From an optimization exercise on the open Yosys and OpenROAD flow, aimed at small area; shortcuts taken in it are not production practice. Only simulation tests tie the RTL to the original design; equivalence was not proved.

## v6
==> flow/design.v (excerpt) <==
module Cordic(input clk, input signed [15:0] Xin, input signed [15:0] Yin, output signed [15:0] norm, output signed [15:0] inclination);
  reg r1_9;
  reg r1_10;
  reg r1_11;
  reg r1_12;
  reg r1_13;
  reg r1_14;
  reg r1_15;
  reg r2_15;
  reg r3_15;
  reg r4_15;
  reg r5_15;
  reg r6_15;
  reg r7_15;
  reg r8_15;
  reg r9_15;
  reg r1_16;
  reg r1_25;
  reg r1_26;
  reg r1_27;
  reg r1_28;
  reg r1_29;
  reg r1_30;
  reg r1_31;
  reg r1_32;
  reg r2_32;
  reg r3_32;
  reg r4_32;
  reg r5_32;
  reg r6_32;
  reg r7_32;
  reg r8_32;
  reg r9_32;
  reg r1_33;
  reg r1_34;
  reg r1_35;
  reg r1_36;
  reg r1_54;
  reg r1_56;
  reg r1_58;
  reg r1_60;
  reg r1_62;
  reg r2_62;
  reg r1_64;
  reg r2_64;
  reg r1_66;
  reg r2_66;
  reg r1_68;
  reg r2_68;
  reg r1_69;
  reg r2_70;
  reg r2_72;
  reg r2_74;
  reg r2_76;
  reg r2_78;
  reg r2_80;
  reg r2_95;
  reg r3_95;
  reg r4_95;
  reg r5_95;
  reg r6_95;
  reg r7_95;
  reg r8_95;
  reg r1_127;
  reg r1_131;
  reg r1_135;
  reg r1_139;
  reg r1_143;
  reg r2_145;
  reg r1_147;
  reg r2_149;
  reg r1_151;
  reg r2_153;
  reg r1_155;
  reg r2_157;
  reg r1_159;
  reg r1_160;
  reg r2_161;
  reg r2_165;
  reg r2_169;
  reg r2_173;
  reg r2_177;
  reg r2_181;
  reg r2_185;
  reg r2_187;
  reg r9_189;
  reg r2_190;
  reg r2_205;
  reg r2_207;
  reg r2_209;
  reg r2_211;
  reg r2_212;
  reg r3_217;
  reg r3_219;
  reg r3_221;
  reg r3_223;
  reg r3_225;
  reg r3_227;
  reg r3_229;
  reg r3_231;
  reg r3_233;
  reg r3_235;
  reg r2_253;
  reg r2_255;
  reg r2_257;
  reg r2_259;
  reg r2_261;
  reg r2_262;
  reg r3_263;
  reg r3_265;
  reg r3_267;
  reg r3_269;
  reg r3_271;
  reg r3_273;
  reg r3_275;
  reg r3_277;
  reg r3_279;
  reg r3_281;
  reg r3_296;
  reg r4_296;
  ...
Size: roughly 1,500 cells after synthesis, roughly 65 I/O pins, about 0.019 mm2 of cells after synthesis.
==> flow/config.mk <==
export PLATFORM = sky130hd
export DESIGN_NAME = Cordic
export DESIGN_NICKNAME = Cordic
export VERILOG_FILES = /design/flow/design.v
export SDC_FILE = /design/flow/constraint.sdc
export NUM_CORES = 4
export LEC_CHECK = 0
export CAP_MARGIN = 20
export CORE_MARGIN = 2
export CORE_UTILIZATION = 40
export SLEW_MARGIN = 20
==> flow/constraint.sdc <==
create_clock -name core_clock -period 7.0 [get_ports {clk}]
set_input_delay 1.4000 -clock core_clock [delete_from_list [all_inputs] [get_ports {clk}]]
set_output_delay 1.4000 -clock core_clock [all_outputs]
set_load 0.01 [all_outputs]
run.sh (not shown) runs the stock make flow with config.mk's settings and CLKGATE_MAP_FILE= SYNTH_SCRIPT=/design/flow/synth_recipe.tcl, a recipe that flattens the netlist after the stock synthesis.
v6: flow completed, timing, DRC and antenna clean
Input changes introduced in v7 (baseline for comparison: v6):
- setting CTS_BUF_LIST to sky130_fd_sc_hd__clkbuf_4 for the first time
--- outcome ---
For v7 and v6, there was not a single run that failed to finish clean.
v7 vs v6: fmax down slightly
Diff v6 -> v7: filler-free cell count of the finished design went up 84; area added between synthesis and finish went down 1.5 points; met1 global-route usage went down 0.26 points.
Going from v6 to v7, the count of clock-net buffers in the final layout was found to have gone up by about 140%.
[compare] base=v6 new=v7: routed wire length rose by 190 um, setup slack fell by 0.053 ns, antenna diode instance count rose by 1, global-route usage rose by 0.17 points.
v6 reports its startpoint of the most critical setup path as r9_297 while v7 reports r9_978.

* * *

## exp/nickel
Cordic, a different RTL version from the one above (not shown whole).
For scale: roughly 1100 cells after synthesis, roughly 65 I/O pins, about 15000 um2 of cells after synthesis.
Settings: LEC_CHECK=0, CAP_MARGIN=20, CORE_MARGIN=2, CORE_UTILIZATION=40, CTS_BUF_LIST=sky130_fd_sc_hd__clkbuf_8, CTS_CLUSTER_DIAMETER=200, CTS_CLUSTER_SIZE=16, SLEW_MARGIN=20; clock period 7.0 ns.
standard.sh (not shown) runs the stock make flow with config.mk's settings and CLKGATE_MAP_FILE= SYNTH_SCRIPT=/design/flow/synth_recipe.tcl, a recipe that flattens the netlist after the stock synthesis.
==> flow/flow/run.sh <==
#!/bin/bash
# Layout flow: the standard ORFS flow (same config.mk, same synth_recipe.tcl,
# same registers), except that
#  - flow/premap.py first maps the RTL's explicit full/half adders (wires fs/fc,
#    hs/hc) onto sky130 fa_1/ha_1 cells, so Yosys's adder extraction and its
#    generic "abc -fast" pass are not needed (ADDER_MAP_FILE empty,
#    SYNTH_ARGS=-noabc); ABC still maps all the other logic;
#  - the port buffers that ORFS puts on every input and output are buf_1.
# Each tool's output goes to a log file in this folder (and ORFS's own logs
# under orfs/logs).
set -euo pipefail
W=$(pwd)
python3 flow/premap.py design.v premapped.v > premap.log 2>&1
export SYNTH_ARGS=-noabc
export BUFFER_PORTS_ARGS="-buffer_cell sky130_fd_sc_hd__buf_1"
make -C "$FLOW_HOME" DESIGN_CONFIG="$W/config.mk" WORK_HOME="$W/orfs" CLKGATE_MAP_FILE= \
  SYNTH_SCRIPT="$W/synth_recipe.tcl" VERILOG_FILES="$W/premapped.v" ADDER_MAP_FILE= \
  finish > make.log 2>&1
R="$W/orfs/results/$FLOW_PLATFORM/Cordic/base"
: # left out here: write the final layout as DEF
Other scripts of this flow, unchanged in this note and not shown: flow/flow/premap.py
The final layout from exp/nickel, which completed every stage, passed the timing, design-rule and antenna checks at the end of the flow.
The following lists how exp/umber was set up differently from exp/nickel:
Settings: changing CTS_BUF_LIST from sky130_fd_sc_hd__clkbuf_8 to sky130_fd_sc_hd__clkbuf_16; changing CTS_CLUSTER_SIZE from 16 to 30; changing CTS_CLUSTER_DIAMETER from 200 to 60.
==> comparison <==
- From exp/nickel to exp/umber the numbers moved as follows: global-route met3 utilization was more or less identical, final weighted congestion of routability-driven global placement was more or less identical, area growth from synthesis to final layout went up by 4.2 points.
Setup changes, exp/umber to exp/juniper
Settings: CAP_MARGIN changed from 20 to 0; CTS_CLUSTER_SIZE changed from 30 to 16; CTS_BUF_LIST changed from sky130_fd_sc_hd__clkbuf_16 to sky130_fd_sc_hd__clkbuf_8; SLEW_MARGIN changed from 20 to 0; CTS_CLUSTER_DIAMETER changed from 60 to 100.
## What came out
On critical path's largest stage delay, exp/umber tracks exp/juniper almost exactly.
On sequential share of layout area, the higher figure sits with exp/juniper, not exp/umber.
On global-route usage, exp/juniper and exp/umber are neck and neck.
exp/juniper vs. exp/umber: worst slack on hold paths went up by 9.3 ps.
Via count down about 0.44% in exp/juniper wrt exp/umber
Here is what was changed in the inputs of exp/cedar compared with exp/juniper.
Settings: CTS_CLUSTER_DIAMETER: 100 -> 50; CTS_CLUSTER_SIZE: 16 -> 19; CAP_MARGIN: 0 -> 20; SLEW_MARGIN: 0 -> 20.
==> comparison <==
exp/cedar: total length of routed wires higher than exp/juniper
Compared with exp/juniper, in exp/cedar number of multi-input combinational cells saw little to no change.
Wire length of the first global-routing pass deteriorates in exp/cedar relative to exp/juniper.
Post-synthesis sequential area ratio across exp/cedar and exp/juniper: no real change.
The lower proportion of layout cells with a drive suffix above 1 came out of exp/juniper.
In terms of reg-to-reg setup timing slack, exp/cedar and exp/juniper differ only marginally.
Final worst-path cycle share of exp/cedar is on par with exp/juniper.

* * *

run A:
Cordic again, from the RTL that the note above started with.
export LEC_CHECK = 0
export CAP_MARGIN = 5
export CORE_MARGIN = 2
export CORE_UTILIZATION = 40
export CTS_BUF_LIST = sky130_fd_sc_hd__clkbuf_8
export CTS_CLUSTER_DIAMETER = 100
export CTS_CLUSTER_SIZE = 16
export SLEW_MARGIN = 5
create_clock -name core_clock -period 7.0 [get_ports {clk}]
==> flow/flow/premap.py <==
#!/usr/bin/env python3
"""Replace the full/half adders of the generated RTL (wires fs<n>/fc<n> and
hs<n>/hc<n> with the same operands) by sky130 fa_1/ha_1 cell instances, so that
synthesis keeps them as written.  Everything else, including every register, is
left as it is.  Usage: premap.py design.v out.v"""
import re, sys
src = open(sys.argv[1]).read()
pat = re.compile(r'^\s*wire\s+(f[sc]|h[sc])(\d+)\s*=\s*(.*?);\s*$', re.M)
fa_s, fa_c, ha_s, ha_c = {}, {}, {}, {}
for m in pat.finditer(src):
    kind, num, e = m.group(1), m.group(2), m.group(3)
    name = kind + num
    if kind == 'fs':
        ops = [x.strip() for x in e.split('^')]
        assert len(ops) == 3, e
        fa_s[tuple(sorted(ops))] = (name, ops)
    elif kind == 'fc':
        mm = re.match(r'\((\S+) & (\S+)\) \| \((\S+) & \((\S+) \^ (\S+)\)\)$', e)
        assert mm, e
        ops = [mm.group(1), mm.group(2), mm.group(3)]
        fa_c[tuple(sorted(ops))] = (name, ops)
    elif kind == 'hs':
        ops = [x.strip() for x in e.split('^')]
        ha_s[tuple(sorted(ops))] = (name, ops)
    else:
        ops = [x.strip() for x in e.split('&')]
        ha_c[tuple(sorted(ops))] = (name, ops)
mapped = set(); cells = []
k = 0
for key, (sn, ops) in fa_s.items():
    if key in fa_c:
        cn = fa_c[key][0]
        mapped |= {sn, cn}
        cells.append('  sky130_fd_sc_hd__fa_1 pfa%d (.A(%s), .B(%s), .CIN(%s), .SUM(%s), .COUT(%s));' % (k, ops[0], ops[1], ops[2], sn, cn))
        k += 1
for key, (sn, ops) in ha_s.items():
    if key in ha_c:
        cn = ha_c[key][0]
        mapped |= {sn, cn}
        cells.append('  sky130_fd_sc_hd__ha_1 pha%d (.A(%s), .B(%s), .SUM(%s), .COUT(%s));' % (k, ops[0], ops[1], sn, cn))
        k += 1
def repl(m):
    name = m.group(1) + m.group(2)
    if name in mapped: return '  wire %s;' % name
    return m.group(0)
out = pat.sub(repl, src)
out = out.replace('endmodule', '\n'.join(cells) + '\nendmodule', 1)
open(sys.argv[2], 'w').write(out)
print('premap: %d cells, %d wires' % (k, len(mapped)))
Scripts as last shown in full above: flow/flow/run.sh
diff inputs: run A => run B
Settings: SLEW_MARGIN now 20, was 5; CTS_CLUSTER_DIAMETER now 130, was 100; CTS_CLUSTER_SIZE now 17, was 16; CAP_MARGIN now 20, was 5.
--- outcome ---
- Routed length on met3, run B and run A: smaller value in run A
- Across run B and run A, the outcome is the same: a clean finish for every run.
- Share of the synthesized netlist area taken by xor and xnor gates came out exactly the same in run B and run A.
- In terms of post-route setup TNS, run B and run A differ only marginally.
- Compared with run A, in run B number of non-clock inverters roughly the same; depth of the most critical reg-to-reg path ~0 delta; met3 usage in global routing was more or less identical; clock buffer count dropped 2.
- Run B and run A ended up with nearly the same register clock-pin slew on the reported worst setup and hold paths.
- ~same sequential cell area share in run B and run A
Here is what was changed in the inputs of run C compared with run B.
Settings: CTS_CLUSTER_DIAMETER: 130 -> 100; CTS_CLUSTER_SIZE: 17 -> 16.
## What came out
On global-route track usage on met3, run B and run C are neck and neck.
After detailed routing, run B needs less wire than run C.
Run B and run C ended up with nearly the same vias per cell.
Diff run B..run C | post-layout utilization of the core | negligible
On cell count, run B and run C are basically level.

* * *

Setup of wip/indigo:
Cordic, a different RTL version from the one above (not shown whole).
Size: about 1100 cells after synthesis, ~65 I/O pins, roughly 0.015 sq mm of cells after synthesis.
export LEC_CHECK = 0
export CAP_MARGIN = 20
export CORE_MARGIN = 2
export CORE_UTILIZATION = 40
export CTS_BUF_LIST = sky130_fd_sc_hd__clkbuf_16
export CTS_CLUSTER_DIAMETER = 100
export CTS_CLUSTER_SIZE = 32
export SLEW_MARGIN = 20
create_clock -name core_clock -period 7.0 [get_ports {clk}]
Scripts as last shown in full above: flow/flow/run.sh, flow/flow/premap.py
Modified inputs, wip/ember compared to wip/indigo
- changing CTS_CLUSTER_SIZE from 32 to 25
- setting ABC_AREA to 1 for the first time
==> flow/flow/run.sh <==
#!/bin/bash
# Layout flow: the standard ORFS flow (same config.mk, same synth_recipe.tcl,
# same registers), except that
#  - flow/premap.py first maps the RTL's explicit full/half adders (wires fs/fc,
#    hs/hc) onto sky130 fa_1/ha_1 cells, and
#  - Yosys's generic "abc -fast" pass before adder extraction is skipped
#    (SYNTH_ARGS=-noabc).
# Each tool's output goes to a log file in this folder (and ORFS's own logs
# under orfs/logs).
set -euo pipefail
W=$(pwd)
python3 flow/premap.py design.v premapped.v > premap.log 2>&1
export SYNTH_ARGS=-noabc
make -C "$FLOW_HOME" DESIGN_CONFIG="$W/config.mk" WORK_HOME="$W/orfs" CLKGATE_MAP_FILE= \
  SYNTH_SCRIPT="$W/synth_recipe.tcl" VERILOG_FILES="$W/premapped.v" finish > make.log 2>&1
R="$W/orfs/results/$FLOW_PLATFORM/Cordic/base"
: # left out here: write the final layout as DEF
- The die used by wip/ember is larger than the one used by wip/indigo.
- Global router's overall resource usage in wip/ember is 0.30 points below wip/indigo.
- Diff wip/indigo -> wip/ember | inverter count | increase of 72
- Summary of the comparison: worst-path maximum fanout is lower in wip/ember, relative to wip/indigo.

* * *

## job 101
Cordic, a different RTL version from the one above (not shown whole).
Size in the first run: about 1100 cells after synthesis, roughly 310 flip-flops, roughly 65 I/O pins.
clock: 7.0 ns
lec_check: 0
cap_margin: 20
core_margin: 2
core_utilization: 40
cts_buf_list: sky130_fd_sc_hd__clkbuf_8
cts_cluster_diameter: 100
cts_cluster_size: 16
slew_margin: 20
==> flow/flow/run.sh <==
#!/bin/bash
# Layout flow: the standard ORFS flow (same config.mk, same synth_recipe.tcl,
# same registers), except that
#  - flow/premap.py first maps the RTL's explicit full/half adders (wires fs/fc,
#    hs/hc) onto sky130 fa_1/ha_1 cells, so Yosys's adder extraction and its
#    generic "abc -fast" pass are not needed (ADDER_MAP_FILE empty,
#    SYNTH_ARGS=-noabc); ABC still maps all the other logic;
#  - the port buffers that ORFS puts on every input and output are buf_1.
# Each tool's output goes to a log file in this folder (and ORFS's own logs
# under orfs/logs).
set -euo pipefail
W=$(pwd)
python3 flow/premap.py design.v premapped.v > premap.log 2>&1
export SYNTH_ARGS=-noabc
export BUFFER_PORTS_ARGS="-buffer_cell sky130_fd_sc_hd__buf_1"
make -C "$FLOW_HOME" DESIGN_CONFIG="$W/config.mk" WORK_HOME="$W/orfs" CLKGATE_MAP_FILE= \
  SYNTH_SCRIPT="$W/synth_recipe.tcl" VERILOG_FILES="$W/premapped.v" ADDER_MAP_FILE= \
  finish > make.log 2>&1
R="$W/orfs/results/$FLOW_PLATFORM/Cordic/base"
: # left out here: write the final layout as DEF
Scripts as last shown in full above: flow/flow/premap.py
For job 102, these inputs were changed with respect to job 101:
Settings: changing CORE_UTILIZATION from 40 to 60; setting PLACE_DENSITY to 0.75 for the first time.
## What came out
Job 102 ends up with a logic depth of the worst path, buffers included that is 2 lower than in job 101. The sequential fraction of total cell area of job 102 exceeds that of job 101 by 0.52 points. Job 101 vs job 102, startpoint of the worst setup timing path: r9_16$_DFF_P_ vs r9_890$_DFF_P_. Job 102 has completed all stages; timing, DRC and antenna checks passed. Job 102 vs job 101: via count up in job 102.

## static timing again, ports no longer ideal
The flow's constraints put no driver on any port. The routed layouts listed below were extracted and timed again, unchanged, in two steps.
Step 1, drivers: a clkbuf_16 drives clk and a buf_2 each remaining input, both assumed.
Step 2 moves the port delays by t, midway between the first and last clock arrival at a register: inputs arrive t later, outputs are due t later. That takes back most of the time a late clock gives input paths.
Three values: ideal, step 1, step 2; two values: the first two.
run	t (ns)	setup slack, ns	worst register clock-pin slew, ns	worst slew at a driven data input, ns
v6	0.593	0.399 / 0.343 / 0.936	0.06 / 0.06	0.03
v7	0.783	0.346 / 0.301 / 0.983	0.08 / 0.08	0.03
exp/nickel	0.585	0.236 / 0.236 / -0.059	0.11 / 0.11	0.04
exp/umber	0.573	0.224 / 0.224 / -0.069	0.10 / 0.10	0.04
exp/juniper	0.585	0.236 / 0.236 / -0.059	0.11 / 0.11	0.04
exp/cedar	0.612	0.230 / 0.215 / -0.057	0.10 / 0.10	0.04
run A	0.585	0.236 / 0.236 / -0.059	0.11 / 0.11	0.04
run B	0.568	0.256 / 0.256 / -0.053	0.11 / 0.11	0.04
run C	0.585	0.236 / 0.236 / -0.059	0.11 / 0.11	0.04
wip/indigo	0.540	0.519 / 0.468 / 0.591	0.11 / 0.11	0.04
wip/ember	0.550	0.356 / 0.303 / 0.674	0.09 / 0.09	0.03
job 101	0.591	0.339 / 0.291 / -0.125	0.11 / 0.11	0.03
job 102	0.590	0.300 / 0.256 / -0.110	0.10 / 0.10	0.03
With both steps, setup timing fails in 9 of these runs, where it was met with ideal ports. The setup slack of job 101, which loses most, moves by -0.048 ns with the drivers and by -0.464 ns with both steps.
